What follows belongs to an exercise in optimizing a design on an open flow for small area and a short achievable clock period; a production flow would make more cautious choices. At most, simulation tests tie the RTL to the original design; equivalence was not proved. No driver is modelled on the clock port, so clock power and skew are understated where the tree is cut down; a real chip needs a root buffer or a tree. Power is estimated from default activity; no workload was simulated.

// wallace_multiplier_16bit
module wallace_multiplier_16bit(
    input  wire        clk,
    input  wire        rst,
    input  wire [15:0] multiplicand,
    input  wire [15:0] multiplier,
    output reg  [31:0] result
);
reg q1_multiplicand_0;
reg q1_multiplicand_1;
reg q1_multiplicand_2;
reg q1_multiplicand_3;
reg q1_multiplicand_4;
reg q1_multiplicand_5;
reg q1_multiplicand_6;
reg q1_multiplicand_7;
reg q1_multiplicand_8;
reg q1_multiplicand_9;
reg q1_multiplicand_10;
reg q1_multiplicand_11;
reg q1_multiplicand_12;
reg q1_multiplicand_13;
reg q1_multiplicand_14;
reg q1_multiplicand_15;
reg q1_multiplier_0;
reg q1_multiplier_1;
reg q1_multiplier_2;
reg q1_multiplier_3;
reg q1_multiplier_4;
reg q1_multiplier_5;
reg q1_multiplier_6;
reg q1_multiplier_7;
reg q1_multiplier_8;
reg q1_multiplier_9;
reg q1_multiplier_10;
reg q1_multiplier_11;
reg q1_multiplier_12;
reg q1_multiplier_13;
reg q1_multiplier_14;
reg q1_multiplier_15;
reg q2_s548;
reg q2_s571;
reg q2_c572;
reg q2_s573;
reg q2_c574;
reg q2_s575;
reg q2_c553;
reg q2_s554;
reg q2_c576;
reg q2_c555;
reg q2_s556;
reg q2_s452;
reg q2_c525;
reg q2_s526;
reg q2_c557;
reg q2_s456;
reg q2_c527;
reg q2_s528;
reg q2_s460;
reg q2_c529;
reg q2_s530;
reg q2_c459;
reg q2_c461;
reg q2_s462;
reg q2_s464;
reg q2_c531;
reg q2_c463;
reg q2_c465;
reg q2_s466;
reg q2_s468;
reg q2_c467;
reg q2_c469;
reg q2_s470;
reg q2_s472;
reg q2_c471;
reg q2_c473;
reg q2_s474;
reg q2_s476;
reg q2_s386;
reg q2_s388;
reg q2_s390;
reg q2_c475;
reg q2_c477;
reg q2_s478;
reg q2_c391;
reg q2_s394;
reg q2_s396;
reg q2_c479;
reg q2_s480;
reg q2_c397;
reg q2_s398;
reg q2_s400;
reg q2_s402;
reg q2_c481;
reg q2_s482;
reg q2_c403;
reg q2_c483;
reg q2_s484;
reg q2_s486;
reg q2_s414;
reg q2_c485;
reg q2_c487;
reg q2_s488;
reg q2_s490;
reg q2_s420;
reg q2_c489;
reg q2_c491;
  ...
==> flow/config.mk <==
export PLATFORM = sky130hd
export DESIGN_NAME = wallace_multiplier_16bit
export DESIGN_NICKNAME = wallace_multiplier_16bit
export VERILOG_FILES = /design/flow/design.v
export SDC_FILE = /design/flow/constraint.sdc
export NUM_CORES = 4
export LEC_CHECK = 0
export CAP_MARGIN = 20
export CORE_MARGIN = 2
export CORE_UTILIZATION = 60
export CTS_BUF_LIST = sky130_fd_sc_hd__clkbuf_4 sky130_fd_sc_hd__clkbuf_8
export CTS_CLUSTER_DIAMETER = 50
export CTS_CLUSTER_SIZE = 12
export SETUP_SLACK_MARGIN = 1.15
export SLEW_MARGIN = 20
export SYNTH_HIERARCHICAL = 1
export SYNTH_MINIMUM_KEEP_SIZE = 0
==> flow/constraint.sdc <==
create_clock -name core_clock -period 3.0 [get_ports {clk}]
set_input_delay 0.6000 -clock core_clock [delete_from_list [all_inputs] [get_ports {clk}]]
set_output_delay 0.6000 -clock core_clock [all_outputs]
set_load 0.01 [all_outputs]
standard.sh (not shown) runs the stock make flow with config.mk's settings and CLKGATE_MAP_FILE= SYNTH_SCRIPT=/design/flow/synth_recipe.tcl, a recipe that flattens the netlist after the stock synthesis.
==> flow/flow/run.sh <==
#!/bin/bash
set -euo pipefail
export BUFFER_PORTS_ARGS="-buffer_cell sky130_fd_sc_hd__buf_1"
export CTS_ARGS="-sink_clustering_enable -repair_clock_nets -dont_use_dummy_load -sink_clustering_size 12 -sink_clustering_max_diameter 50 -buf_list {sky130_fd_sc_hd__clkbuf_4 sky130_fd_sc_hd__clkbuf_8}"
bash standard.sh cts > standard_to_cts.log 2>&1
RES=orfs/results/${FLOW_PLATFORM:-sky130hd}/wallace_multiplier_16bit/base R5_MODE=none \
  openroad -no_init -exit flow/skew.tcl > skew.log 2>&1
bash standard.sh > standard_finish.log 2>&1
Other scripts of this flow, unchanged in this note and not shown: flow/flow/skew.tcl
Then changed:
--- a/flow/flow/run.sh
+++ b/flow/flow/run.sh
@@ -1,0 +2,3 @@
+# Standard ORFS layout (the standard.sh) with these changes:
+#  - plain buf_1 cells as the port buffers (buffer_ports picks delay cells by default);
+#  - clock tree synthesis without dummy load cells;
@@ -5 +8 @@
-bash standard.sh cts > standard_to_cts.log 2>&1
+SKIP_CTS_REPAIR_TIMING=1 SETUP_SLACK_MARGIN=0 bash standard.sh cts > standard_to_cts.log 2>&1
@@ -8 +11 @@
-bash standard.sh > standard_finish.log 2>&1
+SETUP_SLACK_MARGIN=1.05 bash standard.sh > standard_finish.log 2>&1
- SETUP_SLACK_MARGIN: 1.15 -> default
What happened: Flip-flop and latch count stays the same. Setup slack gets worse by 0.016 ns. Total power falls by 5.0%. Synthesized area stays the same. Clock skew grows by 0.040 ns. Cell area came out lower by 12%. Via count came out lower by 8.6%. Utilization drops by 8.8 points.
Function was not checked in any run of this note: the RTL went through the layout flow alone.

* * *

Another version of the RTL of wallace_multiplier_16bit (not shown whole).
For scale: about 330 flip-flops, ~0.014 sq mm of cells after synthesis.
Settings: LEC_CHECK=0, CAP_MARGIN=20, CORE_MARGIN=2, CORE_UTILIZATION=60, CTS_BUF_LIST=sky130_fd_sc_hd__clkbuf_4 sky130_fd_sc_hd__clkbuf_8, CTS_CLUSTER_DIAMETER=50, CTS_CLUSTER_SIZE=12, SETUP_SLACK_MARGIN=1.0, SLEW_MARGIN=20, SYNTH_HIERARCHICAL=1, SYNTH_MINIMUM_KEEP_SIZE=0; clock period 3.0 ns.
==> flow/flow/run.sh <==
#!/bin/bash
# Standard ORFS layout (the standard.sh) with plain buf_1 cells as the
# port buffers instead of the delay cells buffer_ports picks by default.
set -euo pipefail
export BUFFER_PORTS_ARGS="-buffer_cell sky130_fd_sc_hd__buf_1"
bash standard.sh > standard_flow.log 2>&1
Change:
==> flow/run.sh (new file) <==
#!/bin/bash
# synth_recipe.tcl (not shown) runs the flow's synth.tcl, then flattens the netlist and writes it again
# the make line also repeats each setting of config.mk as NAME=value (left out here)
make -C /OpenROAD-flow-scripts/flow DESIGN_CONFIG=/design/flow/config.mk WORK_HOME=/design/flow/orfs CLKGATE_MAP_FILE= SYNTH_SCRIPT=/design/flow/synth_recipe.tcl finish
removed: flow/flow/run.sh
removed: flow/standard.sh
- critical path depth is unchanged
- global-route usage shrinks by 0.51 points
- combinational power grows by about 2%
- setup slack improves by 0.054 ns
- non-clock buffer count grows by 2
- total power grows by about 2%
- clock power grows by about 5%
- routed wire length shrinks by 2.4%
- die area does not change
Change:
- CTS_BUF_LIST: sky130_fd_sc_hd__clkbuf_4 sky130_fd_sc_hd__clkbuf_8 -> not set
- CTS_CLUSTER_DIAMETER: 50 -> not set
- CTS_CLUSTER_SIZE: 12 -> not set
The new run completed with no timing, DRC or antenna violations.
Non-clock buffer count does not change.
Fmax rose by about 0.33%.
Power rises by 10%.
Global-route usage is higher by 0.29 points.
Routed wire length rose by about 2%.
Via count increases by about 1.8%.
Critical path depth is unchanged.
Final cell count rose by about 0.54%.
Change:
- CORE_UTILIZATION: 60 -> 40
Effect:
- hold slack barely changes
- area after synthesis stays the same
- clock skew drops by 0.0037 ns
- cell area climbs by about 2.4%
- core utilization drops by 23 points
Change:
- CORE_UTILIZATION: 40 -> 60
- CTS_BUF_LIST: not set -> sky130_fd_sc_hd__clkbuf_4 sky130_fd_sc_hd__clkbuf_8
- CTS_CLUSTER_DIAMETER: not set -> 50
- CTS_CLUSTER_SIZE: not set -> 12
- SETUP_SLACK_MARGIN: 1.0 -> 0.5
What happened:
- The new run passed the timing, DRC and antenna checks
- wire length falls by a little under a tenth
- global-route usage rises by 6.1 points
- power falls by roughly a tenth
- core utilization rises by 21 points
- count of clock-buffer cells in the layout falls by 5
- cell area falls by a few percent

* * *

Setup of run A:
Another version of the RTL of wallace_multiplier_16bit (not shown whole).
For scale: roughly 1,100 cells after synthesis, ~330 flip-flops, ~66 I/O pins.
export LEC_CHECK = 0
export CAP_MARGIN = 20
export CORE_MARGIN = 2
export CORE_UTILIZATION = 60
export CTS_BUF_LIST = sky130_fd_sc_hd__clkbuf_4 sky130_fd_sc_hd__clkbuf_8
export CTS_CLUSTER_DIAMETER = 50
export CTS_CLUSTER_SIZE = 12
export SETUP_SLACK_MARGIN = 1.1
export SLEW_MARGIN = 20
export SYNTH_HIERARCHICAL = 1
export SYNTH_MINIMUM_KEEP_SIZE = 0
create_clock -name core_clock -period 3.0 [get_ports {clk}]
==> flow/flow/run.sh <==
#!/bin/bash
# Standard ORFS layout (the standard.sh) with two changes:
#  - plain buf_1 cells as the port buffers (buffer_ports picks delay cells by default);
#  - clock tree synthesis without dummy load cells.
set -euo pipefail
export BUFFER_PORTS_ARGS="-buffer_cell sky130_fd_sc_hd__buf_1"
export CTS_ARGS="-sink_clustering_enable -repair_clock_nets -dont_use_dummy_load -sink_clustering_size 16 -sink_clustering_max_diameter 60 -buf_list {sky130_fd_sc_hd__clkbuf_4 sky130_fd_sc_hd__clkbuf_8}"
bash standard.sh > standard_flow.log 2>&1
Setup changes, run A to run B
==> flow/run.sh (new file) <==
#!/bin/bash
# synth_recipe.tcl (not shown) runs the flow's synth.tcl, then flattens the netlist and writes it again
# the make line also repeats each setting of config.mk as NAME=value (left out here)
make -C /OpenROAD-flow-scripts/flow DESIGN_CONFIG=/design/flow/config.mk WORK_HOME=/design/flow/orfs CLKGATE_MAP_FILE= SYNTH_SCRIPT=/design/flow/synth_recipe.tcl finish
removed: flow/flow/run.sh
removed: flow/standard.sh
==> comparison <==
Number of antenna violations at the first check in global routing: run A vs run B identical. Comparing run A and run B, the lower worst slack at placement was measured on run B. Final cell count went up slightly going from run A to run B. Relative to run A, the final cell area reported for run B is higher. The arrival time at the worst endpoint was comparable across run A and run B. Run B against run A: proportion of power drawn by the clock network rose 6.0 points; share of total power in combinational logic now sits lower.
The inputs of run C differ from those of run B as listed below.
==> flow/flow/run.sh (new file) <==
#!/bin/bash
# Standard ORFS layout (the standard.sh) with two changes:
#  - plain buf_1 cells as the port buffers (buffer_ports picks delay cells by default);
#  - clock tree synthesis without dummy load cells.
set -euo pipefail
export BUFFER_PORTS_ARGS="-buffer_cell sky130_fd_sc_hd__buf_1"
export CTS_ARGS="-sink_clustering_enable -repair_clock_nets -dont_use_dummy_load -sink_clustering_size 12 -sink_clustering_max_diameter 50 -buf_list {sky130_fd_sc_hd__clkbuf_4 sky130_fd_sc_hd__clkbuf_8}"
bash standard.sh > standard_flow.log 2>&1
==> flow/standard.sh (new file) <==
#!/bin/bash
# synth_recipe.tcl (not shown) runs the flow's synth.tcl, then flattens the netlist and writes it again
# the make line also repeats each setting of config.mk as NAME=value (left out here)
make -C /OpenROAD-flow-scripts/flow DESIGN_CONFIG=/design/flow/config.mk WORK_HOME=/design/flow/orfs CLKGATE_MAP_FILE= SYNTH_SCRIPT=/design/flow/synth_recipe.tcl "${@:-finish}"
removed: flow/run.sh
## What came out
Compared with run B, run C shows sequential cell fraction of total power higher by 2.7 points.
Going from run B to run C, utilization now smaller; area growth from synthesis to layout fell by 4.6 points.
Function was not checked in any run of this note: the RTL went through the layout flow alone.

* * *

Another version of the RTL of wallace_multiplier_16bit (not shown whole).
Size in the first run: roughly 66 I/O pins, roughly 13000 µm² of cells after synthesis.
==> flow/config.mk <==
export PLATFORM = sky130hd
export DESIGN_NAME = wallace_multiplier_16bit
export DESIGN_NICKNAME = wallace_multiplier_16bit
export VERILOG_FILES = /design/flow/design.v
export SDC_FILE = /design/flow/constraint.sdc
export NUM_CORES = 4
export LEC_CHECK = 0
export CAP_MARGIN = 20
export CORE_MARGIN = 2
export CORE_UTILIZATION = 60
export CTS_BUF_LIST = sky130_fd_sc_hd__clkbuf_4 sky130_fd_sc_hd__clkbuf_8
export CTS_CLUSTER_DIAMETER = 50
export CTS_CLUSTER_SIZE = 12
export SLEW_MARGIN = 20
export SYNTH_HIERARCHICAL = 1
export SYNTH_MINIMUM_KEEP_SIZE = 0
==> flow/constraint.sdc <==
create_clock -name core_clock -period 3.0 [get_ports {clk}]
set_input_delay 0.6000 -clock core_clock [delete_from_list [all_inputs] [get_ports {clk}]]
set_output_delay 0.6000 -clock core_clock [all_outputs]
set_load 0.01 [all_outputs]
==> flow/flow/run.sh <==
#!/bin/bash
# Standard ORFS layout (the standard.sh) with these changes:
#  - plain buf_1 cells as the port buffers (buffer_ports picks delay cells by default);
#  - clock tree synthesis without dummy load cells;
set -euo pipefail
export BUFFER_PORTS_ARGS="-buffer_cell sky130_fd_sc_hd__buf_1"
export CTS_ARGS="-sink_clustering_enable -repair_clock_nets -dont_use_dummy_load -sink_clustering_size 12 -sink_clustering_max_diameter 50 -buf_list {sky130_fd_sc_hd__clkbuf_4 sky130_fd_sc_hd__clkbuf_8}"
SKIP_CTS_REPAIR_TIMING=1 SETUP_SLACK_MARGIN=0 bash standard.sh cts > standard_to_cts.log 2>&1
RES=orfs/results/${FLOW_PLATFORM:-sky130hd}/wallace_multiplier_16bit/base R5_MODE=mid \
  openroad -no_init -exit flow/skew.tcl > skew.log 2>&1
SETUP_SLACK_MARGIN=1.3 bash standard.sh > standard_finish.log 2>&1
==> flow/flow/skew.tcl <==
proc insts_matching {pats} {
  set r {}
  foreach i [[ord::get_db_block] getInsts] {
    if {[$i findITerm CLK] eq "NULL"} continue
    foreach p $pats { if {[string match $p [$i getName]]} { lappend r $i; break } }
  }
  return $r
}
proc clk_net_of {inst} { return [[[$inst findITerm CLK] getNet] getName] }
proc busiest_net {insts} {
  set cnt [dict create]
  foreach i $insts { dict incr cnt [clk_net_of $i] }
  set best ""; set bn 0
  dict for {k v} $cnt { if {$v > $bn} { set best $k; set bn $v } }
  return $best
}
proc regroup {name insts src_net cells} {
  # a chain of the given buffer cells from src_net to the clock pins of insts
  set block [ord::get_db_block]
  set sx 0; set sy 0
  foreach i $insts {
    set b [$i getBBox]
    set sx [expr {$sx + ([$b xMin] + [$b xMax]) / 2}]
    set sy [expr {$sy + ([$b yMin] + [$b yMax]) / 2}]
  }
  set n [llength $insts]
  set x [expr {$sx / $n}]; set y [expr {$sy / $n}]
  set prev [$block findNet $src_net]
  set k 0
  foreach cell $cells {
    set inst [odb::dbInst_create $block [[ord::get_db] findMaster $cell] ${name}_$k]
    set net [odb::dbNet_create $block ${name}_${k}_net]
    $net setSigType CLOCK
    [$inst findITerm A] connect $prev
    [$inst findITerm X] connect $net
    $inst setLocation $x $y
    $inst setPlacementStatus PLACED
    set prev $net
    incr k
  }
  set old {}
  foreach i $insts {
    set it [$i findITerm CLK]
    lappend old [[$it getNet] getName]
    $it disconnect
    $it connect $prev
  }
  # drop clock buffers left without loads
  foreach on [lsort -unique $old] {
    set cn [$block findNet $on]
    if {$cn eq "NULL"} continue
    set loads 0
    foreach it [$cn getITerms] { if {[$it isInputSignal]} { incr loads } }
    if {$loads == 0} {
      foreach it [$cn getITerms] { odb::dbInst_destroy [$it getInst] }
      odb::dbNet_destroy $cn
      puts "removed clock net $on, left without loads"
    }
  }
  puts "$name: $cells drive $n clock pins from $src_net"
}
proc driver_input_net {netname} {
  # the net at the input of the buffer that drives netname
  foreach it [[[ord::get_db_block] findNet $netname] getITerms] {
    if {[$it isOutputSignal]} { return [[[[$it getInst] findITerm A] getNet] getName] }
  }
  return ""
}
proc halves_by_x {insts} {
  set l {}
  foreach i $insts { lappend l [list [[$i getBBox] xMin] $i] }
  set l [lsort -integer -index 0 $l]
  set h [expr {[llength $l] / 2}]
  set a {}; set b {}
  foreach e [lrange $l 0 [expr {$h - 1}]] { lappend a [lindex $e 1] }
  foreach e [lrange $l $h end] { lappend b [lindex $e 1] }
  return [list $a $b]
}
proc apply_skew {r5_mode} {
  lassign [halves_by_x [insts_matching {q1_*}]] a b
  regroup ckskew_r1a $a clk sky130_fd_sc_hd__clkbuf_16
  regroup ckskew_r1b $b clk sky130_fd_sc_hd__clkbuf_16
  set r5 [insts_matching {result* vld_n*}]
  set leaf [busiest_net $r5]
  if {$r5_mode eq "leaf"} {
    regroup ckskew_r5 $r5 $leaf sky130_fd_sc_hd__clkbuf_16
  } elseif {$r5_mode eq "mid"} {
    regroup ckskew_r5 $r5 [driver_input_net $leaf] sky130_fd_sc_hd__clkbuf_16
  }
}

set res $::env(RES)
read_db $res/4_cts.odb
apply_skew $::env(R5_MODE)
detailed_placement
check_placement
write_db $res/4_cts.odb
The first run finished clean.
Edit:
--- a/flow/flow/run.sh
+++ b/flow/flow/run.sh
@@ -9 +9 @@
-RES=orfs/results/${FLOW_PLATFORM:-sky130hd}/wallace_multiplier_16bit/base R5_MODE=mid \
+RES=orfs/results/${FLOW_PLATFORM:-sky130hd}/wallace_multiplier_16bit/base R5_MODE=none \
@@ -11 +11 @@
-SETUP_SLACK_MARGIN=1.3 bash standard.sh > standard_finish.log 2>&1
+SETUP_SLACK_MARGIN=1.15 bash standard.sh > standard_finish.log 2>&1
--- a/flow/flow/skew.tcl
+++ b/flow/flow/skew.tcl
@@ -88 +88 @@
-    regroup ckskew_r5 $r5 [driver_input_net $leaf] sky130_fd_sc_hd__clkbuf_16
+    regroup ckskew_r5 $r5 [driver_input_net $leaf] {sky130_fd_sc_hd__clkbuf_2 sky130_fd_sc_hd__clkbuf_16}
Result: Flip-flop and latch count does not change. Final area is lower by about 1.6%. Maximum frequency came out lower by about 4.6%. Power went down by 2.8%. Setup slack degrades by 0.083 ns. Clock skew is about the same. Global-route usage stays flat. Hold slack gets better by 0.049 ns. Non-clock buffer count is lower by 9. Final cell count fell by about 0.6%.
Edit:
--- a/flow/flow/run.sh
+++ b/flow/flow/run.sh
@@ -11 +11 @@
-SETUP_SLACK_MARGIN=1.15 bash standard.sh > standard_finish.log 2>&1
+SETUP_SLACK_MARGIN=1.3 bash standard.sh > standard_finish.log 2>&1
- CORE_UTILIZATION: 60 -> 70
What happened:
- final area climbs slightly
- clock-buffer cell count climbs by 3
- wire length climbs slightly
- worst hold slack is worse by 0.0059 ns
- via count climbs by a few percent
- die area drops by roughly a tenth
- power climbs by a few percent
- worst setup slack is better by 0.081 ns
- utilization climbs by 12 points
- sequential cell count does not change
Edit:
- CORE_UTILIZATION: 70 -> 60
Result: The new run went through all stages and came out clean; non-clock buffer count stays the same; utilization shrinks by 11 points; cell count is higher by 3.1%; global-route usage shrinks by 4.4 points; final area does not change; critical path depth came out higher by 4; via count shrinks by 2.4%; wire length stays flat; power goes down by 0.81%.

==> port drivers added, routing unchanged <==
How much do the figures lean on ideal ports? The routed layouts below were timed once more, with nothing changed but the port constraints. Step 1 sets driving cells, clkbuf_16 on the clock port and buf_2 on the other inputs (assumed; they add their load-dependent delay and slew). Step 2, shift: input delay + t, output delay - t, t = (earliest + latest rising clock arrival at the registers) / 2. This alone moves slack from input paths to output paths. Three values: ideal ports, drivers, drivers and shift; two values: the first two.
run	shift t [ns]	slack for setup (ns)	worst setup path after step 2	latest minus earliest clock arrival (ns)	worst slew at a driven data input, ns
the first run of note 1	0.396	1.049 / 1.049 / 1.049	register to register	0.356 / 0.356	0.03
the second run of note 1	0.422	1.033 / 1.034 / 1.034	register to register	0.396 / 0.396	0.04
the first run of note 2	0.575	0.943 / 0.943 / 0.943	register to register	0.023 / 0.023	0.04
the second run of note 2	0.579	0.997 / 0.997 / 0.997	register to register	0.020 / 0.019	0.03
the third run of note 2	0.551	1.004 / 0.998 / 1.004	register to register	0.012 / 0.012	0.04
the fourth run of note 2	0.555	0.953 / 0.953 / 0.953	register to register	0.012 / 0.012	0.04
the fifth run of note 2	0.580	0.796 / 0.796 / 0.796	register to register	0.019 / 0.020	0.04
run A	0.589	1.126 / 1.126 / 1.126	register to register	0.052 / 0.053	0.03
run B	0.569	1.116 / 1.116 / 1.116	register to register	0.019 / 0.019	0.04
run C	0.549	1.144 / 1.144 / 1.144	register to register	0.031 / 0.031	0.03
the first run of note 4	0.433	1.279 / 1.217 / 1.292	register to register	0.478 / 0.478	0.04
the second run of note 4	0.418	1.196 / 1.196 / 1.196	register to register	0.448 / 0.448	0.03
the third run of note 4	0.394	1.277 / 1.277 / 1.277	register to register	0.390 / 0.390	0.05
the fourth run of note 4	0.419	1.259 / 1.259 / 1.259	register to register	0.450 / 0.450	0.03
In 6 of these runs the clock reaches the registers at very different times; t lies between them, and the last value is a rough guide only.
